This is an optimization exercise on Yosys and OpenROAD, whose aim is small area, not a production implementation.
Where RTL was checked, it was by simulation tests only, not by an equivalence proof against the original.
No functional check of the RTL was part of run 8.
In runs 2 to 8 the design's own scripts or RTL, not TritonCTS, make the clock network.
The clock port is modelled as an ideal driver, which makes a skipped or thinned clock tree look cheaper than it is; a real chip needs a root buffer or a tree.

`flow/config.mk`:
```
export PLATFORM = sky130hd
export DESIGN_NAME = filter_median_top
export DESIGN_NICKNAME = filter_median_top
export VERILOG_FILES = /design/flow/design.v
export SDC_FILE = /design/flow/constraint.sdc
export NUM_CORES = 4
export LEC_CHECK = 0
export ABC_AREA = 1
export CAP_MARGIN = 20
export CORE_MARGIN = 2
export CORE_UTILIZATION = 40
export SLEW_MARGIN = 20
```
`flow/constraint.sdc`:
```
create_clock -name core_clock -period 6.7 [get_ports {clk}]
set_input_delay 1.3400 -clock core_clock [delete_from_list [all_inputs] [get_ports {clk}]]
set_output_delay 1.3400 -clock core_clock [all_outputs]
set_load 0.01 [all_outputs]
```
`flow/design.v`:
```
module filter_median_top (
  input        clk, rst_n,
  input  [7:0] pixel,
  output [7:0] median
);
  reg  [7:0] s0;
  reg  [7:0] s1;
  reg  [7:0] s2;
  reg  [7:0] s3;
  reg  [7:0] s4;
  reg  [7:0] s5;
  reg  [7:0] s6;
  reg  [7:0] s7;
  reg  [7:0] s8;
  reg  [7:0] s9;
  reg  [3:0] s10;
  reg  [3:0] n;             
  always @(posedge clk) begin
    s0 <= pixel[7:0];
    s1 <= s0[7:0];
    s2 <= s1[7:0];
    s3 <= s2[7:0];
    s4 <= s3[7:0];
    s5 <= s4[7:0];
    s6 <= s5[7:0];
    s7 <= s6[7:0];
    s8 <= s7[7:0];
    s9 <= s8[7:0];
    s10 <= s9[3:0];
  end
  always @(posedge clk or negedge rst_n) begin
    if (!rst_n)         n <= 4'd0;
    else if (n != 4'd10) n <= n + 4'd1;
  end
  function [18:0] level(input [8:0] x, input [8:0] hi, input [8:0] lo);
    reg [8:0] e;
    reg       m;
    begin
      e = hi | (x & ~lo);
      m = maj9(e);
      level = {m, hi | (e & {9{~m}}), lo | (~e & {9{m}})};
    end
  endfunction
  function maj9(input [8:0] v);
    reg [2:0] mx, md, mn;
    begin
      mx = {v[8] | v[7] | v[6], v[5] | v[4] | v[3], v[2] | v[1] | v[0]};
      md = {maj3(v[8], v[7], v[6]), maj3(v[5], v[4], v[3]), maj3(v[2], v[1], v[0])};
      mn = {v[8] & v[7] & v[6], v[5] & v[4] & v[3], v[2] & v[1] & v[0]};
      maj9 = maj3(&mx, maj3(md[2], md[1], md[0]), |mn);
    end
  endfunction
  function maj3(input a, input b, input c);
    maj3 = (a & b) | (a & c) | (b & c);
  endfunction
  wire [8:0] valid = {n > 4'd9, n > 4'd8, n > 4'd7, n > 4'd6, n > 4'd5, n > 4'd4, n > 4'd3, n > 4'd2, n > 4'd1};
  wire [8:0] hi0_0 = 9'd0;
  wire [8:0] lo0_0 = ~valid;
  wire [8:0] x0_0 = {s9[7], s8[7], s7[7], s6[7], s5[7], s4[7], s3[7], s2[7], s1[7]};
  wire       m7;
  wire [8:0] hi0_1, lo0_1;
  assign {m7, hi0_1, lo0_1} = level(x0_0, hi0_0, lo0_0);
  wire [8:0] x0_1 = {s9[6], s8[6], s7[6], s6[6], s5[6], s4[6], s3[6], s2[6], s1[6]};
  wire       m6;
  wire [8:0] hi0_2, lo0_2;
  assign {m6, hi0_2, lo0_2} = level(x0_1, hi0_1, lo0_1);
  wire [8:0] x0_2 = {s9[5], s8[5], s7[5], s6[5], s5[5], s4[5], s3[5], s2[5], s1[5]};
  wire       m5;
  wire [8:0] hi0_3, lo0_3;
  assign {m5, hi0_3, lo0_3} = level(x0_2, hi0_2, lo0_2);
  wire [8:0] x0_3 = {s9[4], s8[4], s7[4], s6[4], s5[4], s4[4], s3[4], s2[4], s1[4]};
  wire       m4;
  wire [8:0] hi0_4, lo0_4;
  assign {m4, hi0_4, lo0_4} = level(x0_3, hi0_3, lo0_3);
  reg  [8:0] hi_q1, lo_q1;
  reg  [7:4] m_q1;
  always @(posedge clk) begin
    hi_q1 <= hi0_4;
    lo_q1 <= lo0_4;
    m_q1 <= {m7, m6, m5, m4};
  end
  wire [8:0] hi1_0 = hi_q1;
  wire [8:0] lo1_0 = lo_q1;
  wire [8:0] x1_0 = {s10[3], s9[3], s8[3], s7[3], s6[3], s5[3], s4[3], s3[3], s2[3]};
  wire       m3;
  wire [8:0] hi1_1, lo1_1;
  assign {m3, hi1_1, lo1_1} = level(x1_0, hi1_0, lo1_0);
  wire [8:0] x1_1 = {s10[2], s9[2], s8[2], s7[2], s6[2], s5[2], s4[2], s3[2], s2[2]};
  wire       m2;
  wire [8:0] hi1_2, lo1_2;
  assign {m2, hi1_2, lo1_2} = level(x1_1, hi1_1, lo1_1);
  wire [8:0] x1_2 = {s10[1], s9[1], s8[1], s7[1], s6[1], s5[1], s4[1], s3[1], s2[1]};
  wire       m1;
  wire [8:0] hi1_3, lo1_3;
  assign {m1, hi1_3, lo1_3} = level(x1_2, hi1_2, lo1_2);
  wire [8:0] x1_3 = {s10[0], s9[0], s8[0], s7[0], s6[0], s5[0], s4[0], s3[0], s2[0]};
  wire       m0;
  wire [8:0] hi1_4, lo1_4;
  assign {m0, hi1_4, lo1_4} = level(x1_3, hi1_3, lo1_3);
  reg  [7:0] med_q;
  always @(posedge clk or negedge rst_n) begin
    if (!rst_n) med_q <= 8'd0;
    else        med_q <= (n < 4'd4) ? 8'd0 : {m_q1, m3, m2, m1, m0};
  end
  assign median = med_q;
endmodule
```
`flow/run.sh`:
```
#!/bin/bash
# synth_recipe.tcl (not shown) runs the flow's synth.tcl, then flattens the netlist and writes it again
# the make line also repeats each setting of config.mk as NAME=value (left out here)
make -C /OpenROAD-flow-scripts/flow DESIGN_CONFIG=/design/flow/config.mk WORK_HOME=/design/flow/orfs CLKGATE_MAP_FILE= SYNTH_SCRIPT=/design/flow/synth_recipe.tcl finish
```
==> results of run 1 <==
## critical path: cells and delay by family (launching register included)
kind | cells | cell delay, ps
and+or+nand+nor | 30 | 4160
AOI/OAI and AO/OA | 2 | 500
DFF | 1 | 510
buffers and inverters | 5 | 460
## per-stage QoR
stage	hold WS, ps	utilization	setup slack (ps)
after floorplan	310	-	2200
after global placement	310	0.427	941
after detailed placement	312	0.427	1020
after CTS	328	0.468	988
after global routing	331	0.468	355
final	326	0.468	948
## worst min-delay path by stage
stage	start	end	slack, ps	cells past startpoint
floorplan	s0[0]$_DFF_P_	s1[0]$_DFF_P_	310	0
global placement	s0[0]$_DFF_P_	s1[0]$_DFF_P_	310	0
detailed placement	s1[2]$_DFF_P_	s2[2]$_DFF_P_	310	0
CTS	s1[2]$_DFF_P_	s2[2]$_DFF_P_	330	0
global route	s1[1]$_DFF_P_	s2[1]$_DFF_P_	330	0
finish	s1[2]$_DFF_P_	s2[2]$_DFF_P_	330	0
## metal layers
metal | global-route usage | vias to the layer above | wire length, um
met5 | 0 | - | 0
met4 | 0.0780 | 0 | 270
met3 | 0.0438 | 22 | 626
met2 | 0.289 | 110 | 5880
met1 | 0.241 | 2255 | 6560
li1 | - | 2816 | -
## final cells by class
cell class / count / share of cell area
clock buffer: 18 / 0.0669
sequential: 118 / 0.360
timing repair buffer: 18 / 0.0264
inverter: 152 / 0.0848
clock inverter: 14 / 0.0208
tap: 184 / 0.0342
multi-input combinational: 609 / 0.407
## sequential cells by signal, indices dropped and copies added, names as in the netlist
name	flops
s10	4
s5	8
s8	8
hi_q1	9
lo_q1	9
m_q1	4
med_q	8
s2	8
s3	8
s6	8
s1	8
s0	8
s7	8
n	4
s4	8
s9	8
## logic make-up (layout without fill, tap and decap cells)
logic type	Yosys count	count (layout)
flops	118	118
buf+inv	161	202
fa+ha+maj	5	5
xor+xnor	3	3
simple gates	538	538
compound gates	63	63
## cell usage in the layout (no fill, tap or decap), types with 5 or more instances in the layout
master	Yosys	final
a21oi_1	23	23
inv_1	148	148
clkinvlp_4	0	5
nand3b_1	5	5
o21ai_0	27	27
nand2_2	10	10
nand2_1	340	340
nand3_1	137	137
nor2_1	30	30
dfxtp_1	106	106
clkdlybuf4s50_1	0	17
clkbuf_16	0	18
dfrtp_1	12	12
==> results.txt, run 1 <==
synthesized flop and latch total 118; Horiz. Die Dim 125 um; DR pass1 iterations 5; clock tree root driver cell clkbuf_16; area leader, netlist dfxtp_1; placed instance count 1081; GRT Overall Usage 0.184; most instantiated cells after synthesis 340 x nand2_1, 148 x inv_1, 137 x nand3_1, 106 x dfxtp_1, 30 x nor2_1; area grow syn2layout 15.6%; run status timing/DRC/antenna clean; CP most frequent cell nand2_1; RSZ-0062 raised after global routing no; HPWL after DPL 10600 um; critical path startpoint category register; synth unique cells 33; Final Hold Violating Endpoints 0; Post-Syn Nets 902; initial antenna violation count 0; Slew @ Worst Pin 541 ps; count of final setup violators 0; clk sinks 118; Synth area leaders dfxtp_1 36%, nand2_1 22%, nand3_1 12%; vias in the first global route 4811; Setup crit start n[3]$_DFFE_PN0P_; Fmax 0.174 GHz; Post-CTS Resized 0; Syn Inst Count 888; crit path capture hi_q1[0]$_DFF_P_; Setup Skew 6.52 ps; DIE AREA 15500 um^2; Slew Viols, Final 0; CP required 7010 ps; core box area 14400 um^2; FF-to-FF path depth 37; I/O pins 18; Routed Antenna Nets 0; final design area excluding fillers 6730 um^2; proportion of layout cells with a drive suffix above 1 0.0635; CTS Hold Bufs 0; DR vias 5203; Die H 125 um; slowest CP cell dfrtp_1; slew margin rel. 0.638; Initial Utilization 0.405; pin count of the biggest net entering global routing 21; sequential cell area 2420 um^2; final period utilization 0.858; Iteration-0 DRC Markers 385; setup tns final 0 ps; nets 930; CP Capture Type register; row count 44; top-area cell type share of the netlist area 0.364; dpl cell area 6140 um^2; FF-to-FF setup slack 950 ps; FF-to-FF End hi_q1[0]$_DFF_P_; crit path DAT 6060 ps; Worst R2R Start n[3]$_DFFE_PN0P_; CTS tree built; H-tree depth 4; Finished Layout Cells 1113; post-synthesis xor/xnor area fraction 0.00451; remaining global-route overflow 0; Post-CTS Setup Inserts 0; per-cell routed wire length 12.0 um; area of the multi-input gates 2740 um^2; CP max stage delay 510 ps; Hold WC Path Type reg2reg; Via density 4.67; Worst-path clk slew 60 ps; largest fanout on the critical path 20; Final min period 5750 ps; Port Buf Inserts 17; EDFF count, synth 0; gpl congestion 0.912; Synth Area in Adders 0.0103; mapped cell area 5820 um^2; first-pass GRT wire length 22700 um; max capacitance violation total 0; cts bufs inserted 17; Synth Warn # 1; register area share after synthesis 0.416; mux contribution to synthesized area 0; most common cell in the netlist nand2_1; n_diodes 0; CTS max path bufs 2; later-pin clock latency in the skew report 420 ps; Post-Synth Simple-Gate Area 0.397; Setup Crit Path Kind reg2reg; Mean Syn Cell Area 6.56 um^2; residual DRC count 0; wirelength, routed 13300 um; asr flop ratio synth 0.102; number of fill cells 1494; Synth Area in Compound Gates 0.0591; largest family of logic cells by synthesized area simple AND/OR/NAND/NOR gates; Most used DFF post-synth dfxtp_1
==> run 2: changes to the inputs <==
==> flow/flow/run.sh (new file) <==
#!/bin/bash
# Layout flow: the standard ORFS flow with these changes:
#  - synthesis maps the logic with an area-oriented ABC script
#    (abc_area_map.script) instead of ORFS's, which buffers and upsizes for
#    speed; register inference, naming and flattening are unchanged;
#  - the port buffers are the smallest buffer (still one on every port);
#  - a small balanced clock tree made by hand (cts_manual.tcl) in place of
#    clock_tree_synthesis.
set -euo pipefail
HERE=$(pwd)
# synth.tcl with ABC's script replaced, right after the preamble sets it
sed "s|^source \$::env(SCRIPTS_DIR)/synth_preamble.tcl\$|&\nset abc_args [lreplace \$abc_args 1 1 $HERE/flow/abc_area_map.script]|" \
  "$FLOW_HOME/scripts/synth.tcl" > "$HERE/synth_area_map.tcl"
grep -q abc_area_map.script "$HERE/synth_area_map.tcl"
# The standard flow's synthesis script, sourcing that synth.tcl
sed "s|\$::env(SCRIPTS_DIR)/synth.tcl|$HERE/synth_area_map.tcl|" synth_recipe.tcl > "$HERE/synth_top.tcl"
grep -q synth_area_map.tcl "$HERE/synth_top.tcl"
export MANUAL_CTS_LEAF=${MANUAL_CTS_LEAF:-sky130_fd_sc_hd__clkbuf_8}
export MANUAL_CTS_ROOT=${MANUAL_CTS_ROOT:-sky130_fd_sc_hd__clkbuf_4}
export MANUAL_CTS_NX=${MANUAL_CTS_NX:-4}
export MANUAL_CTS_NY=${MANUAL_CTS_NY:-2}
bash standard.sh SYNTH_SCRIPT="$HERE/synth_top.tcl" \
  BUFFER_PORTS_ARGS="-buffer_cell sky130_fd_sc_hd__buf_1" \
  PRE_CTS_TCL="$HERE/flow/cts_manual.tcl" finish > "$HERE/flow_make.log" 2>&1
==> flow/flow/abc_area_map.script (new file) <==
strash
dch
amap
topo
stime -c
==> flow/flow/cts_manual.tcl (new file) <==
# PRE_CTS hook: a hand-made two-level clock tree in place of
# clock_tree_synthesis. The flip-flops are split by position into
# MANUAL_CTS_NX x MANUAL_CTS_NY groups of about equal size (columns by x,
# then each column by y); each group is driven by one clock buffer at its
# centre, and those buffers by one root buffer next to the clock port's pin. clock_tree_synthesis is then
# made to only switch the clock to propagated timing; the rest of cts.tcl
# (legalisation, setup and hold repair) runs as usual.
set ct_db [ord::get_db]
set ct_block [ord::get_db_block]
set ct_leaf_master [$ct_db findMaster $::env(MANUAL_CTS_LEAF)]
set ct_root_master [$ct_db findMaster $::env(MANUAL_CTS_ROOT)]
set ct_clk [$ct_block findNet clk]

set ct_sinks {}
foreach it [$ct_clk getITerms] {
  set inst [$it getInst]
  set loc [$inst getLocation]
  lappend ct_sinks [list $it [lindex $loc 0] [lindex $loc 1]]
}
puts "manual CTS: [llength $ct_sinks] clock sinks"

# split items, sorted by coordinate idx, into n runs of about equal size
proc ct_split { items idx n } {
  set s [lsort -integer -index $idx $items]
  set parts {}
  set len [llength $s]
  for { set k 0 } { $k < $n } { incr k } {
    set a [expr { ($k * $len) / $n }]
    set b [expr { (($k + 1) * $len) / $n - 1 }]
    lappend parts [lrange $s $a $b]
  }
  return $parts
}

set ct_groups {}
foreach col [ct_split $ct_sinks 1 $::env(MANUAL_CTS_NX)] {
  foreach g [ct_split $col 2 $::env(MANUAL_CTS_NY)] {
    lappend ct_groups $g
  }
}

# root buffer next to the clock pin
set ct_bterm [$ct_block findBTerm clk]
set ct_bb [$ct_bterm getBBox]
set ct_px [expr { ([$ct_bb xMin] + [$ct_bb xMax]) / 2 }]
set ct_py [expr { ([$ct_bb yMin] + [$ct_bb yMax]) / 2 }]
set ct_root [odb::dbInst_create $ct_block $ct_root_master clkbuf_root]
set ct_core [$ct_block getCoreArea]
set ct_rx [expr { min(max($ct_px, [$ct_core xMin]), [$ct_core xMax] - 5000) }]
set ct_ry [expr { min(max($ct_py, [$ct_core yMin]), [$ct_core yMax] - 5000) }]
$ct_root setLocation $ct_rx $ct_ry
$ct_root setPlacementStatus PLACED
set ct_rootnet [odb::dbNet_create $ct_block clknet_root]
$ct_rootnet setSigType CLOCK
[$ct_root findITerm A] connect $ct_clk
[$ct_root findITerm X] connect $ct_rootnet

set ct_i 0
foreach g $ct_groups {
  set sx 0
  set sy 0
  foreach s $g {
    set sx [expr { $sx + [lindex $s 1] }]
    set sy [expr { $sy + [lindex $s 2] }]
  }
  set n [llength $g]
  set buf [odb::dbInst_create $ct_block $ct_leaf_master clkbuf_leaf_$ct_i]
  $buf setLocation [expr { $sx / $n }] [expr { $sy / $n }]
  $buf setPlacementStatus PLACED
  set net [odb::dbNet_create $ct_block clknet_leaf_$ct_i]
  $net setSigType CLOCK
  foreach s $g {
    set it [lindex $s 0]
    $it disconnect
    $it connect $net
  }
  [$buf findITerm A] connect $ct_rootnet
  [$buf findITerm X] connect $net
  puts "manual CTS: leaf $ct_i drives $n sinks"
  incr ct_i
}

rename clock_tree_synthesis orig_clock_tree_synthesis
proc clock_tree_synthesis { args } {
  puts "manual CTS: clock tree already built"
  set_propagated_clock [all_clocks]
}
==> flow/standard.sh (new file) <==
#!/bin/bash
# synth_recipe.tcl (not shown) runs the flow's synth.tcl, then flattens the netlist and writes it again
# the make line also repeats each setting of config.mk as NAME=value (left out here)
make -C /OpenROAD-flow-scripts/flow DESIGN_CONFIG=/design/flow/config.mk WORK_HOME=/design/flow/orfs CLKGATE_MAP_FILE= SYNTH_SCRIPT=/design/flow/synth_recipe.tcl "${@:-finish}"
--- a/flow/config.mk
+++ b/flow/config.mk
@@ -5,7 +5,6 @@
 export SDC_FILE = /design/flow/constraint.sdc
 export NUM_CORES = 4
 export LEC_CHECK = 0
-export ABC_AREA = 1
 export CAP_MARGIN = 20
 export CORE_MARGIN = 2
 export CORE_UTILIZATION = 40
removed: flow/run.sh
==> results.txt, run 2 <==
final core occ 0.567; Most used DFF post-synth dfxtp_1; critical path startpoint category register; Final min period 6810 ps; later-pin clock latency in the skew report 490 ps; Die H 112 um; HPWL after DPL 8040 um; Setup Crit Path Kind reg2reg; Slew Viols, Final 0; n_diodes 0; EDFF count, synth 0; mapped cell area 4630 um^2; row count 39; Layout Check Fails setup timing; Final Hold Violating Endpoints 0; sequential cell area 2430 um^2; register area share after synthesis 0.523; remaining global-route overflow 0; synthesized flop and latch total 118; pin count of the biggest net entering global routing 16; number of fill cells 991; slew margin rel. 0.558; CP most frequent cell a222oi_1; slowest CP cell dfrtp_2; most instantiated cells after synthesis 106 x dfxtp_1, 79 x o21ai_0, 70 x nand2_1, 70 x nor2_1, 52 x clkinv_1; wirelength, routed 12500 um; I/O pins 18; most common cell in the netlist dfxtp_1; nets 671; Worst-path clk slew 100 ps; Iteration-0 DRC Markers 262; gpl congestion 0.976; CP max stage delay 490 ps; count of final setup violators 15; run status finished with violations; Synth area leaders dfxtp_1 46%, o21ai_0 8.5%, dfrtp_1 6.5%; CP required 7120 ps; FF-to-FF path depth 39; Horiz. Die Dim 112 um; area grow syn2layout 39.2%; synth unique cells 26; DR pass1 iterations 8; Routed Antenna Nets 0; FF-to-FF End hi_q1[7]$_DFF_P_; Fmax 0.147 GHz; asr flop ratio synth 0.102; largest fanout on the critical path 7; top-area cell type share of the netlist area 0.458; first-pass GRT wire length 18100 um; Slew @ Worst Pin 663 ps; most frequent cells in the layout 106 x dfxtp_1, 70 x buf_4, 55 x nand2_1; max capacitance violation total 0; RSZ-0062 raised after global routing yes; Initial Utilization 0.408; GRT Overall Usage 0.171; Synth Warn # 1; initial antenna violation count 0; pre-CTS setup slack -428 ps; vias in the first global route 3854; DIE AREA 12500 um^2; CP Capture Type register; Port Buf Inserts 17; area leader, netlist dfxtp_1; Final WS setup -109 ps; Worst R2R Start n[2]$_DFFE_PN0P_; top flop regs hi_q1: 9 flops, lo_q1: 9 flops; proportion of layout cells with a drive suffix above 1 0.347; Syn Inst Count 544; core box area 11400 um^2; residual DRC count 0; final period utilization 1.02; Post-Syn Nets 558; Setup Skew 15.7 ps; Setup crit start n[2]$_DFFE_PN0P_; area of the multi-input gates 2710 um^2; crit path capture hi_q1[7]$_DFF_P_; Via density 5.34; DR vias 4261; CTS Hold Bufs 0; FF-to-FF setup slack -110 ps; most common cell after layout, fill and taps aside dfxtp_1; per-cell routed wire length 15.6 um; crit path DAT 7230 ps; Hold WC Path Type reg2reg; Mean Syn Cell Area 8.52 um^2
run 2: cell families after synthesis:
family,Yosys count,share of synthesized area
AOI/OAI and AO/OA,224,0.303
adders and majority gates,4,0.0108
DFF,118,0.523
and+or+nand+nor,146,0.121
buffers and inverters,52,0.0421
run 2: repair_timing:
action                     4_1_cts  5_1_grt
pin swaps                       15       54
setup buffers                   15       30
gates cloned                     3        1
gates resized for setup         60      172
setup endpoints to repair       19       20
run 2: how the worst min path moves through the flow:
stage          slack [ps]       endpoint  cells past startpoint     startpoint
2_1_floorplan         310  s1[0]$_DFF_P_                      0  s0[0]$_DFF_P_
3_3_place_gp          310  s1[3]$_DFF_P_                      0  s0[3]$_DFF_P_
6_report              320  s1[7]$_DFF_P_                      0  s0[7]$_DFF_P_
3_5_place_dp          310  s2[2]$_DFF_P_                      0  s1[2]$_DFF_P_
4_1_cts               320  s1[7]$_DFF_P_                      0  s0[7]$_DFF_P_
5_1_grt               330  s1[7]$_DFF_P_                      0  s0[7]$_DFF_P_
run 2: layout make-up:
| class | count | share of cell area |
|---|---|---|
| inverters | 52 | 0.0374 |
| flip-flops and latches | 118 | 0.376 |
| plain buffers | 9 | 0.0182 |
| multi-input cells | 375 | 0.420 |
| repair inverters | 1 | 0.00136 |
| well taps | 143 | 0.0277 |
| repair buffers | 100 | 0.119 |
run 2: critical path, delay by kind of cell (launching register included):
kind / cells / cell delay [ps]
DFF: 1 / 490
and+or+nand+nor: 8 / 860
AOI/OAI and AO/OA: 19 / 3550
buffers and inverters: 12 / 1830
run 2: routing by layer:
layer / wire [um] / track usage / vias up
li1: - / - / 2138
met1: 5720 / 0.248 / 1974
met2: 5950 / 0.282 / 122
met3: 534 / 0.0180 / 27
met4: 279 / 0.0272 / 0
met5: 0 / 0 / -
run 2: stage by stage:
stage | cells | TNS, ps | hold WS, ps | instance area, um^2
after floorplan | 544 | 0 | 310 | 4670
after global placement | 743 | -1950 | 310 | 5200
after detailed placement | 743 | -6600 | 313 | 5200
after CTS | 770 | 0 | 323 | 5590
after global routing | 798 | -10010 | 335 | 6450
final | 798 | -925 | 316 | 6450
==> run 3: changes to the inputs <==
--- a/flow/design.v
+++ b/flow/design.v
@@ -14,7 +14,7 @@
   reg  [7:0] s8;
   reg  [7:0] s9;
   reg  [3:0] s10;
-  reg  [3:0] n;             
+  reg  [9:0] v;             
   always @(posedge clk) begin
     s0 <= pixel[7:0];
     s1 <= s0[7:0];
@@ -29,8 +29,8 @@
     s10 <= s9[3:0];
   end
   always @(posedge clk or negedge rst_n) begin
-    if (!rst_n)         n <= 4'd0;
-    else if (n != 4'd10) n <= n + 4'd1;
+    if (!rst_n) v <= 10'd0;
+    else        v <= {v[8:0], 1'b1};
   end
   function [18:0] level(input [8:0] x, input [8:0] hi, input [8:0] lo);
     reg [8:0] e;
@@ -41,19 +41,19 @@
       level = {m, hi | (e & {9{~m}}), lo | (~e & {9{m}})};
     end
   endfunction
-  function maj9(input [8:0] v);
+  function maj9(input [8:0] t);
     reg [2:0] mx, md, mn;
     begin
-      mx = {v[8] | v[7] | v[6], v[5] | v[4] | v[3], v[2] | v[1] | v[0]};
-      md = {maj3(v[8], v[7], v[6]), maj3(v[5], v[4], v[3]), maj3(v[2], v[1], v[0])};
-      mn = {v[8] & v[7] & v[6], v[5] & v[4] & v[3], v[2] & v[1] & v[0]};
+      mx = {t[8] | t[7] | t[6], t[5] | t[4] | t[3], t[2] | t[1] | t[0]};
+      md = {maj3(t[8], t[7], t[6]), maj3(t[5], t[4], t[3]), maj3(t[2], t[1], t[0])};
+      mn = {t[8] & t[7] & t[6], t[5] & t[4] & t[3], t[2] & t[1] & t[0]};
       maj9 = maj3(&mx, maj3(md[2], md[1], md[0]), |mn);
     end
   endfunction
   function maj3(input a, input b, input c);
     maj3 = (a & b) | (a & c) | (b & c);
   endfunction
-  wire [8:0] valid = {n > 4'd9, n > 4'd8, n > 4'd7, n > 4'd6, n > 4'd5, n > 4'd4, n > 4'd3, n > 4'd2, n > 4'd1};
+  wire [8:0] valid = v[9:1];
   wire [8:0] hi0_0 = 9'd0;
   wire [8:0] lo0_0 = ~valid;
   wire [8:0] x0_0 = {s9[7], s8[7], s7[7], s6[7], s5[7], s4[7], s3[7], s2[7], s1[7]};
@@ -100,7 +100,7 @@
   reg  [7:0] med_q;
   always @(posedge clk or negedge rst_n) begin
     if (!rst_n) med_q <= 8'd0;
-    else        med_q <= (n < 4'd4) ? 8'd0 : {m_q1, m3, m2, m1, m0};
+    else        med_q <= v[3] ? {m_q1, m3, m2, m1, m0} : 8'd0;
   end
   assign median = med_q;
 endmodule
--- a/flow/config.mk
+++ b/flow/config.mk
@@ -5,7 +5,8 @@
 export SDC_FILE = /design/flow/constraint.sdc
 export NUM_CORES = 4
 export LEC_CHECK = 0
-export CAP_MARGIN = 20
+export CAP_MARGIN = 0
 export CORE_MARGIN = 2
 export CORE_UTILIZATION = 40
-export SLEW_MARGIN = 20
+export GPL_TIMING_DRIVEN = 0
+export SLEW_MARGIN = 0
==> results.txt, run 3 <==
max capacitance violation total 0; vias in the first global route 3538; Slew @ Worst Pin 1090 ps; DR vias 3762; CP required 7070 ps; Setup Skew 12.9 ps; top flop regs v: 10 flops, hi_q1: 9 flops, lo_q1: 9 flops; gpl congestion 0.817; Synth area leaders dfxtp_1 46%, dfrtp_1 9.7%, o21ai_0 7.8%; proportion of layout cells with a drive suffix above 1 0.116; initial antenna violation count 0; wirelength, routed 9400 um; CP most frequent cell nor2_1; area leader, netlist dfxtp_1; EDFF count, synth 0; FF-to-FF path depth 32; critical path startpoint category register; row count 39; register area share after synthesis 0.552; CP Capture Type register; most frequent cells in the layout 104 x dfxtp_1, 81 x nand2_1, 67 x nor2_1; final period utilization 0.929; dpl cell area 5040 um^2; pin count of the biggest net entering global routing 19; Setup Crit Path Kind reg2reg; most common cell after layout, fill and taps aside dfxtp_1; most instantiated cells after synthesis 106 x dfxtp_1, 81 x nand2_1, 73 x o21ai_0, 68 x nor2_1, 53 x clkinv_1; slowest CP cell dfxtp_1; Via density 5.17; Iteration-0 DRC Markers 213; Synth Warn # 1; first-pass GRT wire length 15800 um; max reg flops 10; top-area cell type share of the netlist area 0.456; synth unique cells 24; Post-Syn Nets 548; HPWL after DPL 7010 um; Hold WC Path Type reg2reg; Routed Antenna Nets 0; Worst-path clk slew 100 ps; Die H 112 um; final core occ 0.471; nets 597; final design area excluding fillers 5350 um^2; mapped cell area 4660 um^2; later-pin clock latency in the skew report 480 ps; remaining global-route overflow 0; largest fanout on the critical path 12; per-cell routed wire length 12.9 um; core box area 11400 um^2; Initial Utilization 0.410; Port Buf Inserts 17; setup tns final 0 ps; I/O pins 18; Slew Viols, Final 0; DR pass1 iterations 6; Fmax 0.161 GHz; crit path DAT 6590 ps; Biggest register v; run status timing/DRC/antenna clean; DIE AREA 12500 um^2; Syn Inst Count 538; GRT Overall Usage 0.147; Hold WS 332 ps; Hold Path Stages 0; Final Hold Violating Endpoints 0; count of final setup violators 0; CP max stage delay 350 ps; Final min period 6230 ps; most common cell in the netlist dfxtp_1; n_diodes 0; Horiz. Die Dim 112 um; slew margin rel. 0.275; Mean Syn Cell Area 8.66 um^2; area grow syn2layout 14.9%; synthesized flop and latch total 124; asr flop ratio synth 0.145; Most used DFF post-synth dfxtp_1; residual DRC count 0
run 3: changes by cell type after synthesis, sizes merged, moves of 2 or more:
cell | previous run | this run
dfrtp | 12 | 18
a311o | 2 | 0
a21oi | 48 | 44
nand2 | 70 | 81
a221o | 3 | 1
o22ai | 5 | 2
ha | 4 | 0
a22oi | 5 | 3
a311oi | 3 | 0
a21o | 6 | 3
a221oi | 5 | 14
o21ai | 79 | 73
nor2 | 70 | 68
run 3: path summary, 6_finish.rpt:
path	from	endpoint	slack (ps)
min reg2reg	s0[5]$_DFF_P_	s1[5]$_DFF_P_	330
min	s0[5]$_DFF_P_	s1[5]$_DFF_P_	330
max reg2reg	s3[3]$_DFF_P_	med_q[0]$_DFF_PN0_	470
max	s3[3]$_DFF_P_	med_q[0]$_DFF_PN0_	470
min in group asynchronous	rst_n	v[3]$_DFF_PN0_	1030
max in group asynchronous	rst_n	v[7]$_DFF_PN0_	5010
run 3: repair_timing:
| action | in CTS | in global routing |
|---|---|---|
| hold buffers | 0 | 0 |
| gates resized for setup | 7 | 33 |
| gates cloned | 1 | 1 |
| pin swaps | 4 | 9 |
| setup endpoints to repair | 20 | 20 |
| setup buffers | 5 | 10 |
run 3: cell families (layout without fill, tap and decap cells):
family	Yosys count	count (layout)	synth area share
AOI/OAI and AO/OA	205	206	0.276
buffers and inverters	53	99	0.0427
DFF	124	124	0.552
other	1	1	0.000805
and+or+nand+nor	155	155	0.128
run 3: critical path: cells and delay by family (launching register included):
| family | cells | cell delay [ps] |
|---|---|---|
| AO/OA/AOI/OAI | 18 | 3840 |
| buffers and inverters | 6 | 1040 |
| AND/OR/NAND/NOR | 8 | 880 |
| flip-flops | 1 | 350 |
run 3: area by class of cell:
cell class	count	area, um^2
buffer	9	118
inverter	53	214
timing repair inverter	1	3.75
timing repair buffer	36	201
multi-input combinational	362	2060
fill	1139	6020
sequential	124	2570
tap	143	179
run 3: per-layer routing:
layer,wire length [um],vias up,track usage,part of all wire
li1,-,1962,-,-
met1,4660,1719,0.209,0.50
met2,4190,73,0.253,0.45
met3,468,8,0.0158,0.050
met4,82,0,0.0115,0.0087
met5,0,-,0,0
run 3: stage by stage:
| stage | setup slack [ps] | instances |
|---|---|---|
| after detailed placement | -1240 | 702 |
| after CTS | 131 | 717 |
| final | 474 | 728 |
| after floorplan | -117 | 538 |
| after global placement | -1730 | 698 |
| after global routing | -31.2 | 728 |
==> run 4: changes to the inputs <==
--- a/flow/config.mk
+++ b/flow/config.mk
@@ -8,5 +8,4 @@
 export CAP_MARGIN = 0
 export CORE_MARGIN = 2
 export CORE_UTILIZATION = 40
-export GPL_TIMING_DRIVEN = 0
 export SLEW_MARGIN = 0
==> results.txt, run 4 <==
run status timing/DRC/antenna clean; GRT Overall Usage 0.144; critical path startpoint category register; n_diodes 0; register area share after synthesis 0.552; gpl congestion 0.847; Via density 5.12; Post-Syn Nets 548; Worst-path clk slew 100 ps; area of the multi-input gates 2020 um^2; final period utilization 0.906; largest fanout on the critical path 19; most frequent cells in the layout 104 x dfxtp_1, 81 x nand2_1, 68 x nor2_1; Horiz. Die Dim 112 um; Iteration-0 DRC Markers 223; Setup Skew 14.0 ps; mapped cell area 4660 um^2; Biggest register v; number of fill cells 1121; pin count of the biggest net entering global routing 20; Slew Viols, Final 0; later-pin clock latency in the skew report 490 ps; most common cell in the netlist dfxtp_1; row count 39; top flop regs v: 10 flops, hi_q1: 9 flops, lo_q1: 9 flops; core box area 11400 um^2; area leader, netlist dfxtp_1; Setup Crit Path Kind reg2reg; EDFF count, synth 0; Hold WC Path Type reg2reg; remaining global-route overflow 0; Slew @ Worst Pin 547 ps; crit path DAT 6440 ps; Mean Syn Cell Area 8.66 um^2; synthesized flop and latch total 124; Initial Utilization 0.410; CP Capture Type register; DIE AREA 12500 um^2; I/O pins 18; final core occ 0.463; initial antenna violation count 0; synth unique cells 24; HPWL after DPL 7090 um; slowest CP cell a221oi_1; residual DRC count 0; Final Hold Violating Endpoints 0; top-area cell type share of the netlist area 0.456; M1 WL 4710 um; highest routed layer met4; area grow syn2layout 13.1%; most instantiated cells after synthesis 106 x dfxtp_1, 81 x nand2_1, 73 x o21ai_0, 68 x nor2_1, 53 x clkinv_1; most common cell after layout, fill and taps aside dfxtp_1; Routed Antenna Nets 0; Syn Inst Count 538; slew margin rel. 0.631; proportion of layout cells with a drive suffix above 1 0.0971; asr flop ratio synth 0.145; count of final setup violators 0; Die H 112 um; CP max stage delay 370 ps; sequential cell area 2570 um^2; CP required 7070 ps; Final min period 6070 ps; Hold WS 322 ps; Synth Warn # 1; Fmax 0.165 GHz; DR pass1 iterations 8; Most used DFF post-synth dfxtp_1; max reg flops 10; per-cell routed wire length 12.8 um; wirelength, routed 9230 um; vias in the first global route 3385; WL met2 3930 um; max capacitance violation total 0; nets 589; CP most frequent cell nor2_1; met3 routed wirelength 472 um; first-pass GRT wire length 15500 um; Port Buf Inserts 17; DR vias 3686; Synth area leaders dfxtp_1 46%, dfrtp_1 9.7%, o21ai_0 7.8%
## run 4: cell counts after synthesis
Identical to the previous run, type by type.
## run 4: worst max-delay path, delay by kind of cell (launching register included)
family / cells / cell delay (ps)
flip-flops: 1 / 310
AND/OR/NAND/NOR: 8 / 950
AO/OA/AOI/OAI: 19 / 3810
buffers and inverters: 5 / 860
## run 4: kinds of logic after synthesis
kind of cell / count (synthesis) / synth area share
and+or+nand+nor: 155 / 0.128
DFF: 124 / 0.552
AOI/OAI and AO/OA: 205 / 0.276
other: 1 / 0.000805
buffers and inverters: 53 / 0.0427
## run 4: timing repair
item | CTS | global route
hold buffers | 0 | 0
resized for setup | 0 | 20
setup endpoints to repair | 0 | 20
setup buffers | 0 | 3
## run 4: final cells by class
cell class              count  share of cell area
plain buffers               9              0.0223
inverters                  53              0.0409
multi-input cells         361               0.384
flip-flops and latches    124               0.489
well taps                 143              0.0340
repair buffers             29              0.0292
repair inverters            1            0.000950
## run 4: metrics by stage
step | setup TNS [ps] | instance area [um^2] | setup slack, ps | std cells
after detailed placement | 0 | 5080 | 270 | 707
after global routing | -33.7 | 5270 | -33.7 | 720
final | 0 | 5270 | 633 | 720
after floorplan | -117 | 4770 | -117 | 538
after global placement | 0 | 5080 | 370 | 707
after CTS | 0 | 5200 | 205 | 716
## run 4: path summary, 6_finish.rpt
| path | from | end | slack (ps) | cells past startpoint |
|---|---|---|---|---|
| max in group asynchronous | rst_n | med_q[4]$_DFF_PN0_ | 5690 | 2 |
| min | s0[7]$_DFF_P_ | s1[7]$_DFF_P_ | 320 | 0 |
| min reg2reg | s0[7]$_DFF_P_ | s1[7]$_DFF_P_ | 320 | 0 |
| max reg2reg | lo_q1[1]$_DFF_P_ | med_q[0]$_DFF_PN0_ | 630 | 32 |
| min in group asynchronous | rst_n | v[2]$_DFF_PN0_ | 800 | 2 |
| max | lo_q1[1]$_DFF_P_ | med_q[0]$_DFF_PN0_ | 630 | 32 |
## run 4: per-layer routing
metal | vias to the layer above | track usage
li1 | 1940 | -
met1 | 1664 | 0.214
met2 | 74 | 0.236
met3 | 8 | 0.0103
met4 | 0 | 0.0173
met5 | - | 0
==> run 5: changes to the inputs <==
--- a/flow/config.mk
+++ b/flow/config.mk
@@ -5,7 +5,8 @@
 export SDC_FILE = /design/flow/constraint.sdc
 export NUM_CORES = 4
 export LEC_CHECK = 0
-export CAP_MARGIN = 0
+export CAP_MARGIN = 20
 export CORE_MARGIN = 2
-export CORE_UTILIZATION = 40
-export SLEW_MARGIN = 0
+export CORE_UTILIZATION = 65
+export PLACE_DENSITY = 0.75
+export SLEW_MARGIN = 20
==> results.txt, run 5 <==
final period utilization 0.951; most instantiated cells after synthesis 106 x dfxtp_1, 81 x nand2_1, 73 x o21ai_0, 68 x nor2_1, 53 x clkinv_1; final design area excluding fillers 5300 um^2; run status timing/DRC/antenna clean; Most used DFF post-synth dfxtp_1; CP max stage delay 490 ps; GRT Overall Usage 0.260; CP Capture Type register; number of fill cells 506; area leader, netlist dfxtp_1; Slew @ Worst Pin 506 ps; DR pass1 iterations 7; slowest CP cell a222oi_1; pin count of the biggest net entering global routing 20; Syn Inst Count 538; dpl cell area 5030 um^2; mapped cell area 4660 um^2; Slew Viols, Final 0; max reg flops 10; most common cell in the netlist dfxtp_1; most common cell after layout, fill and taps aside dfxtp_1; Hold WC Path Type reg2reg; later-pin clock latency in the skew report 470 ps; Final WS setup 328 ps; synth unique cells 24; area of the multi-input gates 2050 um^2; Final min period 6370 ps; final core occ 0.772; first-pass GRT wire length 16300 um; CTS Hold Bufs 0; top-area cell type share of the netlist area 0.456; critical path startpoint category register; Routed Antenna Nets 0; Worst-path clk slew 100 ps; Setup Crit Path Kind reg2reg; slew margin rel. 0.663; wirelength, routed 10400 um; remaining global-route overflow 0; CP most frequent cell nor2_1; Horiz. Die Dim 88.6 um; Hold WS 314 ps; count of final setup violators 0; HPWL after DPL 7870 um; Die H 88.6 um; vias in the first global route 3525; sequential cell area 2570 um^2; Via density 5.75; synthesized flop and latch total 124; pre-CTS setup slack 330 ps; Mean Syn Cell Area 8.66 um^2; largest fanout on the critical path 12; Initial Utilization 0.678; Port Buf Inserts 17; crit path DAT 6750 ps; top flop regs v: 10 flops, hi_q1: 9 flops, lo_q1: 9 flops; row count 30; asr flop ratio synth 0.145; Iteration-0 DRC Markers 357; proportion of layout cells with a drive suffix above 1 0.126; Post-Syn Nets 548; CP required 7080 ps; DR vias 3929; Synth area leaders dfxtp_1 46%, dfrtp_1 9.7%, o21ai_0 7.8%; core box area 6870 um^2; Fmax 0.157 GHz; DIE AREA 7860 um^2; EDFF count, synth 0; Final Hold Violating Endpoints 0; Synth Warn # 1; register area share after synthesis 0.552; n_diodes 0; area grow syn2layout 13.9%; nets 599; max capacitance violation total 0; initial antenna violation count 0; most frequent cells in the layout 104 x dfxtp_1, 81 x nand2_1, 68 x nor2_1; gpl congestion 0.937; Biggest register v; Setup Skew 16.5 ps; I/O pins 18; residual DRC count 0; per-cell routed wire length 15.3 um
[run 5: cell counts after synthesis]
No cell type changed its count.
[run 5: timing repair]
action | CTS | global route
setup endpoints to repair | 0 | 20
gates resized for setup | 0 | 35
buffers inserted | 0 | 11
[run 5: path summary, 6_finish.rpt]
check | from | endpoint | slack [ps] | depth (start not counted)
setup / recovery | lo_q1[1]$_DFF_P_ | med_q[0]$_DFF_PN0_ | 330 | 34
hold / removal | s1[3]$_DFF_P_ | s2[3]$_DFF_P_ | 310 | 0
setup reg to reg | lo_q1[1]$_DFF_P_ | med_q[0]$_DFF_PN0_ | 330 | 34
hold reg to reg | s1[3]$_DFF_P_ | s2[3]$_DFF_P_ | 310 | 0
max in group asynchronous | rst_n | med_q[4]$_DFF_PN0_ | 5560 | 1
min in group asynchronous | rst_n | med_q[3]$_DFF_PN0_ | 810 | 1
[run 5: metrics by stage]
step / instances / setup TNS (ps)
4_1_cts: 669 / 0
3_5_place_dp: 660 / 0
3_3_place_gp: 660 / 0
6_report: 683 / 0
5_1_grt: 683 / -455
2_1_floorplan: 538 / -117
[run 5: worst max-delay path, delay by kind of cell, from the launching register on]
family	cells	cell delay, ps
buffers and inverters	7	1300
flip-flops	1	340
AO/OA/AOI/OAI	17	3360
AND/OR/NAND/NOR	10	1240
[run 5: kinds of logic after synthesis]
group,Yosys count,synth area share
other,1,0.000805
flip-flops,124,0.552
buffers and inverters,53,0.0427
AO/OA/AOI/OAI,205,0.276
AND/OR/NAND/NOR,155,0.128
[run 5: cell type report]
type,instances,share of cell area
well taps,96,0.0226
inverters,53,0.0392
repair inverters,1,0.000944
repair buffers,39,0.0436
multi-input cells,361,0.386
flip-flops and latches,124,0.485
plain buffers,9,0.0222
[run 5: metal layers]
metal  routed length [um]  vias to the layer above  track usage
met5                    0                        -            0
met2                 4670                      156        0.422
met3                  705                       16       0.0271
li1                     -                     1967            -
met1                 4920                     1790        0.385
met4                  148                        0       0.0441
==> run 6: changes to the inputs <==
--- a/flow/config.mk
+++ b/flow/config.mk
@@ -7,6 +7,5 @@
 export LEC_CHECK = 0
 export CAP_MARGIN = 20
 export CORE_MARGIN = 2
-export CORE_UTILIZATION = 65
-export PLACE_DENSITY = 0.75
+export CORE_UTILIZATION = 55
 export SLEW_MARGIN = 20
==> results.txt, run 6 <==
max reg flops 10; DR pass1 iterations 7; Slew @ Worst Pin 528 ps; Routed Antenna Nets 0; Hold WS 324 ps; most instantiated cells after synthesis 106 x dfxtp_1, 81 x nand2_1, 73 x o21ai_0, 68 x nor2_1, 53 x clkinv_1; Final min period 6190 ps; top-area cell type share of the netlist area 0.456; later-pin clock latency in the skew report 470 ps; most common cell in the netlist dfxtp_1; Horiz. Die Dim 96.0 um; Final Hold Violating Endpoints 0; area grow syn2layout 15.0%; DR vias 3890; Synth Area in Compound Gates 0.276; Synth area leaders dfxtp_1 46%, dfrtp_1 9.7%, o21ai_0 7.8%; Fmax 0.161 GHz; I/O pins 18; CTS Hold Bufs 0; first-pass GRT wire length 16700 um; DIE AREA 9220 um^2; Port Buf Inserts 17; Via density 5.63; Worst-path clk slew 90 ps; mux contribution to synthesized area 0; Setup Skew 16.0 ps; HPWL after DPL 7990 um; synth unique cells 24; GRT Overall Usage 0.226; pin count of the biggest net entering global routing 20; area leader, netlist dfxtp_1; slew margin rel. 0.645; register area share after synthesis 0.552; top flop regs v: 10 flops, hi_q1: 9 flops, lo_q1: 9 flops; post-synthesis xor/xnor area fraction 0; Die H 96.0 um; EDFF count, synth 0; CP required 7080 ps; largest fanout on the critical path 11; CP max stage delay 400 ps; Syn Inst Count 538; core box area 8220 um^2; Slew Viols, Final 0; most frequent cells in the layout 104 x dfxtp_1, 80 x nand2_1, 65 x nor2_1; count of final setup violators 0; Most used DFF post-synth dfxtp_1; per-cell routed wire length 15.2 um; wirelength, routed 10500 um; CP most frequent cell nor2_1; critical path startpoint category register; synthesized flop and latch total 124; row count 33; initial antenna violation count 0; Iteration-0 DRC Markers 308; max capacitance violation total 0; Biggest register v; Synth Warn # 1; CP Capture Type register; Post-Synth Simple-Gate Area 0.128; n_diodes 0; FF-to-FF setup slack 510 ps; asr flop ratio synth 0.145; dpl cell area 5040 um^2; most common cell after layout, fill and taps aside dfxtp_1; Post-Syn Nets 548; mapped cell area 4660 um^2; Initial Utilization 0.567; crit path DAT 6570 ps; remaining global-route overflow 0; run status timing/DRC/antenna clean; Mean Syn Cell Area 8.66 um^2; proportion of layout cells with a drive suffix above 1 0.135; gpl congestion 0.918; Hold WC Path Type reg2reg; residual DRC count 0; largest family of logic cells by synthesized area compound AO/OA/AOI/OAI gates; final period utilization 0.924; final core occ 0.652; Setup Crit Path Kind reg2reg; nets 598; final design area excluding fillers 5360 um^2; vias in the first global route 3519; Synth Area in Adders 0; slowest CP cell a222oi_1
[run 6: per-layer routing]
| layer | global-route usage | up-vias | part of all wire |
|---|---|---|---|
| li1 | - | 1962 | - |
| met1 | 0.352 | 1805 | 0.52 |
| met2 | 0.341 | 113 | 0.42 |
| met3 | 0.0321 | 10 | 0.051 |
| met4 | 0.0286 | 0 | 0.011 |
| met5 | 0 | - | 0 |
[run 6: repair_timing]
action                                  4_1_cts  5_1_grt
resized for setup                             1       42
endpoints found under the setup margin        2       20
buffers inserted                              1       10
pin swaps                                     1        8
gates cloned                                  0        2
[run 6: layout make-up]
class / instances / area [um^2]
sequential: 124 / 2580
inverter: 53 / 233
fill: 698 / 2860
timing repair buffer: 38 / 226
timing repair inverter: 1 / 7.51
buffer: 9 / 118
tap: 105 / 131
multi-input combinational: 361 / 2060
[run 6: path summary, 6_finish.rpt]
check | from | endpoint | cells after the start
worst max register to register | v[2]$_DFF_PN0_ | lo_q1[1]$_DFF_P_ | 33
worst min-delay path | s1[0]$_DFF_P_ | s2[0]$_DFF_P_ | 0
worst min register to register | s1[0]$_DFF_P_ | s2[0]$_DFF_P_ | 0
worst max-delay path | v[2]$_DFF_PN0_ | lo_q1[1]$_DFF_P_ | 33
min in group asynchronous | rst_n | v[5]$_DFF_PN0_ | 1
max in group asynchronous | rst_n | v[1]$_DFF_PN0_ | 1
[run 6: stage by stage]
stage | setup slack (ps) | std cells | TNS [ps]
after floorplan | -117 | 538 | -117
after global placement | 250 | 669 | 0
after CTS | 156 | 679 | 0
after global routing | -123 | 691 | -885
after detailed placement | -58.0 | 669 | -58.0
final | 506 | 691 | 0
[run 6: worst max-delay path: cells and delay by family, from the launching register on]
family                 cells  cell delay, ps
AOI/OAI and AO/OA         19            3710
buffers and inverters      7            1130
and+or+nand+nor            7             880
DFF                        1             390
[run 6: cells by family after synthesis]
kind of cell    count (synthesis)
flops                         124
other cells                     1
simple gates                  155
compound gates                205
buf+inv                        53
==> run 7: changes to the inputs <==
--- a/flow/config.mk
+++ b/flow/config.mk
@@ -7,5 +7,5 @@
 export LEC_CHECK = 0
 export CAP_MARGIN = 20
 export CORE_MARGIN = 2
-export CORE_UTILIZATION = 55
+export CORE_UTILIZATION = 40
 export SLEW_MARGIN = 20
==> results.txt, run 7 <==
I/O pins 18; n_diodes 0; Setup Skew 14.0 ps; critical path startpoint category register; Setup Crit Path Kind reg2reg; proportion of layout cells with a drive suffix above 1 0.0971; wirelength, routed 9230 um; pin count of the biggest net entering global routing 20; Die H 112 um; per-cell routed wire length 12.8 um; CP most frequent cell nor2_1; core box area 11400 um^2; area grow syn2layout 13.1%; max reg flops 10; Synth Warn # 1; Iteration-0 DRC Markers 223; Biggest register v; Fmax 0.165 GHz; initial antenna violation count 0; residual DRC count 0; Routed Antenna Nets 0; Via density 5.12; slew margin rel. 0.631; pre-CTS setup slack 270 ps; Slew Viols, Final 0; FF-to-FF path depth 32; Final Hold Violating Endpoints 0; register area share after synthesis 0.552; remaining global-route overflow 0; Final min period 6070 ps; most common cell in the netlist dfxtp_1; Initial Utilization 0.410; nets 589; most instantiated cells after synthesis 106 x dfxtp_1, 81 x nand2_1, 73 x o21ai_0, 68 x nor2_1, 53 x clkinv_1; later-pin clock latency in the skew report 490 ps; area leader, netlist dfxtp_1; DR pass1 iterations 8; row count 39; synthesized flop and latch total 124; CP Capture Type register; number of fill cells 1121; WP buf/inv 5; mapped cell area 4660 um^2; CP delay by family, top compound AO/OA/AOI/OAI gates; DR vias 3686; most common cell after layout, fill and taps aside dfxtp_1; Slew @ Worst Pin 547 ps; setup tns final 0 ps; CP max stage delay 370 ps; Mean Syn Cell Area 8.66 um^2; most frequent cells in the layout 104 x dfxtp_1, 81 x nand2_1, 68 x nor2_1; crit path DAT 6440 ps; gpl congestion 0.847; Post-Syn Nets 548; EDFF count, synth 0; CP required 7070 ps; asr flop ratio synth 0.145; Hold Path Stages 0; Most used DFF post-synth dfxtp_1; DIE AREA 12500 um^2; Hold WC Path Type reg2reg; WP depth 32; HPWL after DPL 7090 um; largest fanout on the critical path 19; Port Buf Inserts 17; max capacitance violation total 0; Synth area leaders dfxtp_1 46%, dfrtp_1 9.7%, o21ai_0 7.8%; Horiz. Die Dim 112 um; run status timing/DRC/antenna clean; top flop regs v: 10 flops, hi_q1: 9 flops, lo_q1: 9 flops; synth unique cells 24; slowest CP cell a221oi_1; vias in the first global route 3385; count of final setup violators 0; top-area cell type share of the netlist area 0.456; final period utilization 0.906; Worst-path clk slew 100 ps; Syn Inst Count 538; GRT Overall Usage 0.144; Final WS setup 633 ps; first-pass GRT wire length 15500 um
-- run 7: changes by cell type in the layout (fill, tap and decap cells not counted), moves of 3 or more --
cell / delta
a21oi_2: -3
a21oi_1: +3
nor2_1: +3
buf_4: -8
o21ai_1: -6
o21ai_0: +8
nor2_2: -3
-- run 7: cell type report --
class                   count  area, um^2  share of cell area
plain buffers               9         118              0.0223
repair buffers             29         154              0.0292
inverters                  53         215              0.0409
repair inverters            1        5.00            0.000950
well taps                 143         179              0.0340
multi-input cells         361        2020               0.384
flip-flops and latches    124        2570               0.489
-- run 7: logic make-up after synthesis --
family          after synthesis  synth area share
simple gates                155             0.128
compound gates              205             0.276
buf+inv                      53            0.0427
other cells                   1          0.000805
flops                       124             0.552
-- run 7: path summary, 6_finish.rpt --
check,endpoint,startpoint,slack [ps]
worst max-delay path,med_q[0]$_DFF_PN0_,lo_q1[1]$_DFF_P_,630
worst min-delay path,s1[7]$_DFF_P_,s0[7]$_DFF_P_,320
worst max register to register,med_q[0]$_DFF_PN0_,lo_q1[1]$_DFF_P_,630
worst min register to register,s1[7]$_DFF_P_,s0[7]$_DFF_P_,320
max in group asynchronous,med_q[4]$_DFF_PN0_,rst_n,5690
min in group asynchronous,v[2]$_DFF_PN0_,rst_n,800
-- run 7: stage by stage --
stage,cell area [um^2],instances,hold WS [ps],utilization
5_1_grt,5270,720,340,0.463
3_3_place_gp,5080,707,310,0.447
4_1_cts,5200,716,329,0.458
6_report,5270,720,322,0.463
3_5_place_dp,5080,707,312,0.447
2_1_floorplan,4770,538,310,-
-- run 7: worst register-to-register path, delay by kind of cell, from the launching register on --
kind,cells,cell delay (ps)
AO/OA/AOI/OAI,19,3820
buffers and inverters,5,860
flip-flops,1,310
AND/OR/NAND/NOR,8,960
-- run 7: per-layer routing --
layer  track usage  vias up  part of all wire
met2         0.236       74              0.43
met3        0.0103        8             0.051
met1         0.214     1664              0.51
li1              -     1940                 -
met5             0        -                 0
met4        0.0173        0             0.013
-- run 7: what timing repair did --
item,CTS,global route
endpoints found under the hold margin,0,0
endpoints found under the setup margin,0,20
hold buffers,0,0
buffers inserted,0,3
resized for setup,0,20
==> run 8: changes to the inputs <==
--- a/flow/design.v
+++ b/flow/design.v
@@ -72,15 +72,15 @@
   wire       m4;
   wire [8:0] hi0_4, lo0_4;
   assign {m4, hi0_4, lo0_4} = level(x0_3, hi0_3, lo0_3);
-  reg  [8:0] hi_q1, lo_q1;
+  reg  [8:0] hi_q1, lo_q1;       
   reg  [7:4] m_q1;
   always @(posedge clk) begin
-    hi_q1 <= hi0_4;
-    lo_q1 <= lo0_4;
+    hi_q1 <= ~hi0_4;
+    lo_q1 <= ~lo0_4;
     m_q1 <= {m7, m6, m5, m4};
   end
-  wire [8:0] hi1_0 = hi_q1;
-  wire [8:0] lo1_0 = lo_q1;
+  wire [8:0] hi1_0 = ~hi_q1;
+  wire [8:0] lo1_0 = ~lo_q1;
   wire [8:0] x1_0 = {s10[3], s9[3], s8[3], s7[3], s6[3], s5[3], s4[3], s3[3], s2[3]};
   wire       m3;
   wire [8:0] hi1_1, lo1_1;
--- a/flow/flow/cts_manual.tcl
+++ b/flow/flow/cts_manual.tcl
@@ -8,7 +8,6 @@
 set ct_db [ord::get_db]
 set ct_block [ord::get_db_block]
 set ct_leaf_master [$ct_db findMaster $::env(MANUAL_CTS_LEAF)]
-set ct_root_master [$ct_db findMaster $::env(MANUAL_CTS_ROOT)]
 set ct_clk [$ct_block findNet clk]
 
 set ct_sinks {}
@@ -39,21 +38,28 @@
   }
 }
 
-# root buffer next to the clock pin
-set ct_bterm [$ct_block findBTerm clk]
-set ct_bb [$ct_bterm getBBox]
-set ct_px [expr { ([$ct_bb xMin] + [$ct_bb xMax]) / 2 }]
-set ct_py [expr { ([$ct_bb yMin] + [$ct_bb yMax]) / 2 }]
-set ct_root [odb::dbInst_create $ct_block $ct_root_master clkbuf_root]
-set ct_core [$ct_block getCoreArea]
-set ct_rx [expr { min(max($ct_px, [$ct_core xMin]), [$ct_core xMax] - 5000) }]
-set ct_ry [expr { min(max($ct_py, [$ct_core yMin]), [$ct_core yMax] - 5000) }]
-$ct_root setLocation $ct_rx $ct_ry
-$ct_root setPlacementStatus PLACED
-set ct_rootnet [odb::dbNet_create $ct_block clknet_root]
-$ct_rootnet setSigType CLOCK
-[$ct_root findITerm A] connect $ct_clk
-[$ct_root findITerm X] connect $ct_rootnet
+if { $::env(MANUAL_CTS_ROOT) == "none" } {
+  if { [llength $ct_groups] > 4 } {
+    error "manual CTS: the clock port may drive at most 4 buffers"
+  }
+  set ct_rootnet $ct_clk
+} else {
+  set ct_root_master [$ct_db findMaster $::env(MANUAL_CTS_ROOT)]
+  set ct_bterm [$ct_block findBTerm clk]
+  set ct_bb [$ct_bterm getBBox]
+  set ct_px [expr { ([$ct_bb xMin] + [$ct_bb xMax]) / 2 }]
+  set ct_py [expr { ([$ct_bb yMin] + [$ct_bb yMax]) / 2 }]
+  set ct_root [odb::dbInst_create $ct_block $ct_root_master clkbuf_root]
+  set ct_core [$ct_block getCoreArea]
+  set ct_rx [expr { min(max($ct_px, [$ct_core xMin]), [$ct_core xMax] - 5000) }]
+  set ct_ry [expr { min(max($ct_py, [$ct_core yMin]), [$ct_core yMax] - 5000) }]
+  $ct_root setLocation $ct_rx $ct_ry
+  $ct_root setPlacementStatus PLACED
+  set ct_rootnet [odb::dbNet_create $ct_block clknet_root]
+  $ct_rootnet setSigType CLOCK
+  [$ct_root findITerm A] connect $ct_clk
+  [$ct_root findITerm X] connect $ct_rootnet
+}
 
 set ct_i 0
 foreach g $ct_groups {
==> results.txt, run 8 <==
Finished Layout Cells 709; CP required 7110 ps; Final Hold Violating Endpoints 0; Final min period 6340 ps; remaining global-route overflow 0; count of final setup violators 0; run status timing/DRC/antenna clean; Slew Viols, Final 0; Setup Skew 15.5 ps; placed instance count 687; Horiz. Die Dim 111 um; top-area cell type share of the netlist area 0.461; slowest CP cell a222oi_1; met3 routed wirelength 482 um; EDFF count, synth 0; Most used DFF post-synth dfxtp_1; proportion of layout cells with a drive suffix above 1 0.125; synthesized flop and latch total 124; area leader, netlist dfxtp_1; final design area excluding fillers 5270 um^2; max capacitance violation total 0; CTS Hold Bufs 0; sequential cell area 2570 um^2; area grow syn2layout 14.5%; vias in the first global route 3376; DIE AREA 12400 um^2; DR vias 3772; Die H 111 um; Routed Antenna Nets 0; Syn Inst Count 517; top flop regs v: 10 flops, hi_q1: 9 flops, lo_q1: 9 flops; GRT Overall Usage 0.150; dpl cell area 4930 um^2; Initial Utilization 0.407; largest fanout on the critical path 11; n_diodes 0; most common cell after layout, fill and taps aside dfxtp_1; CP delay by family, top compound AO/OA/AOI/OAI gates; Slew @ Worst Pin 586 ps; initial antenna violation count 0; final core occ 0.466; Mean Syn Cell Area 8.91 um^2; WP depth 34; critical path startpoint category register; asr flop ratio synth 0.145; per-cell routed wire length 14.2 um; highest routed layer met4; HPWL after DPL 7490 um; Biggest register v; register area share after synthesis 0.559; later-pin clock latency in the skew report 490 ps; final period utilization 0.947; synth unique cells 27; max reg flops 10; nets 578; WP buf/inv 7; mapped cell area 4600 um^2; area of the multi-input gates 2000 um^2; Synth area leaders dfxtp_1 46%, dfrtp_1 9.8%, o21ai_0 7.9%; setup tns final 0 ps; residual DRC count 0; CP Capture Type register; wirelength, routed 10000 um; Iteration-0 DRC Markers 330; number of fill cells 1119; slew margin rel. 0.605; CP max stage delay 520 ps; Fmax 0.158 GHz; Hold Path Stages 0; Setup Crit Path Kind reg2reg; most common cell in the netlist dfxtp_1; most frequent cells in the layout 106 x dfxtp_1, 81 x nand2_1, 50 x nor2_1; WL met2 4200 um; Hold WC Path Type reg2reg; first-pass GRT wire length 15800 um; Hold WS 331 ps; FF-to-FF path depth 34; M1 WL 5250 um; row count 39; crit path DAT 6760 ps; Via density 5.32; pin count of the biggest net entering global routing 20; core box area 11300 um^2; Post-Syn Nets 527; most instantiated cells after synthesis 106 x dfxtp_1, 81 x nand2_1, 73 x o21ai_0, 54 x nor2_1, 42 x clkinv_1; DR pass1 iterations 7; gpl congestion 0.867; Worst-path clk slew 100 ps; Port Buf Inserts 17; I/O pins 18; Synth Warn # 1
[run 8: path summary, 6_finish.rpt]
kind | startpoint | end | slack, ps
setup / recovery | v[2]$_DFF_PN0_ | hi_q1[1]$_DFF_P_ | 360
hold / removal | s0[4]$_DFF_P_ | s1[4]$_DFF_P_ | 330
setup reg to reg | v[2]$_DFF_PN0_ | hi_q1[1]$_DFF_P_ | 360
hold reg to reg | s0[4]$_DFF_P_ | s1[4]$_DFF_P_ | 330
max in group asynchronous | rst_n | med_q[6]$_DFF_PN0_ | 5430
min in group asynchronous | rst_n | v[0]$_DFF_PN0_ | 780
[run 8: area by class of cell]
cell class	instances	share of cell area
multi-input combinational	351	0.379
tap	143	0.0339
sequential	124	0.488
inverter	42	0.0309
timing repair inverter	1	0.000949
buffer	9	0.0223
timing repair buffer	39	0.0449
[run 8: kinds of logic (layout without fill, tap and decap cells)]
kind of cell | after synthesis | in the layout | synth area share
compound gates | 208 | 208 | 0.287
other cells | 1 | 1 | 0.000814
simple gates | 142 | 142 | 0.119
flops | 124 | 124 | 0.559
buf+inv | 42 | 91 | 0.0342
[run 8: worst register-to-register path: cells and delay by family (launching register included)]
family          cells  cell delay (ps)
buf+inv             7             1180
compound gates     18             3490
flops               1              410
simple gates        9             1170
[run 8: stage by stage]
stage               setup WS [ps]
floorplan                    7.76
finish                        356
global route                 -171
global placement             -148
detailed placement           -314
CTS                          40.4
[run 8: timing repair]
item,CTS,global route
gates cloned,0,2
buffers inserted,1,10
pin swaps,2,11
endpoints found under the setup margin,19,20
resized for setup,3,80
[run 8: routing by layer]
metal	track usage	vias to the layer above
met5	0	-
met4	0.0206	0
met3	0.0159	12
met2	0.239	99
met1	0.226	1720
li1	-	1941

afterwards: timing with drivers on the ports:
In the flow no input, the clock included, has a driving cell. The finished layouts below were timed again as built, in two steps. Step 1, drivers: a clkbuf_16 drives clk and a buf_2 each remaining input, both assumed. Step 2 also shifts input and output timing later by t, the mid clock arrival at the registers, as if the neighbouring blocks saw the same clock. Slacks: ideal ports / drivers / drivers and shift; pairs: ideal ports / drivers.
run | t (ns) | slack for setup (ns) | worst setup path at the end | latest minus earliest clock arrival (ns) | worst register clock-pin slew, ns
run 1 | 0.457 | 0.948 / 0.948 / 0.948 | register to register | 0.006 / 0.007 | 0.06 / 0.06
run 2 | 0.500 | -0.109 / -0.109 / -0.109 | register to register | 0.016 / 0.016 | 0.10 / 0.10
run 3 | 0.487 | 0.474 / 0.474 / 0.474 | register to register | 0.013 / 0.013 | 0.10 / 0.10
run 4 | 0.493 | 0.633 / 0.633 / 0.633 | register to register | 0.014 / 0.014 | 0.10 / 0.10
run 5 | 0.473 | 0.328 / 0.328 / 0.328 | register to register | 0.017 / 0.017 | 0.10 / 0.10
run 6 | 0.479 | 0.506 / 0.506 / 0.506 | register to register | 0.016 / 0.017 | 0.10 / 0.10
run 7 | 0.493 | 0.633 / 0.633 / 0.633 | register to register | 0.014 / 0.014 | 0.10 / 0.10
run 8 | 0.495 | 0.356 / 0.356 / 0.356 | register to register | 0.016 / 0.015 | 0.10 / 0.10
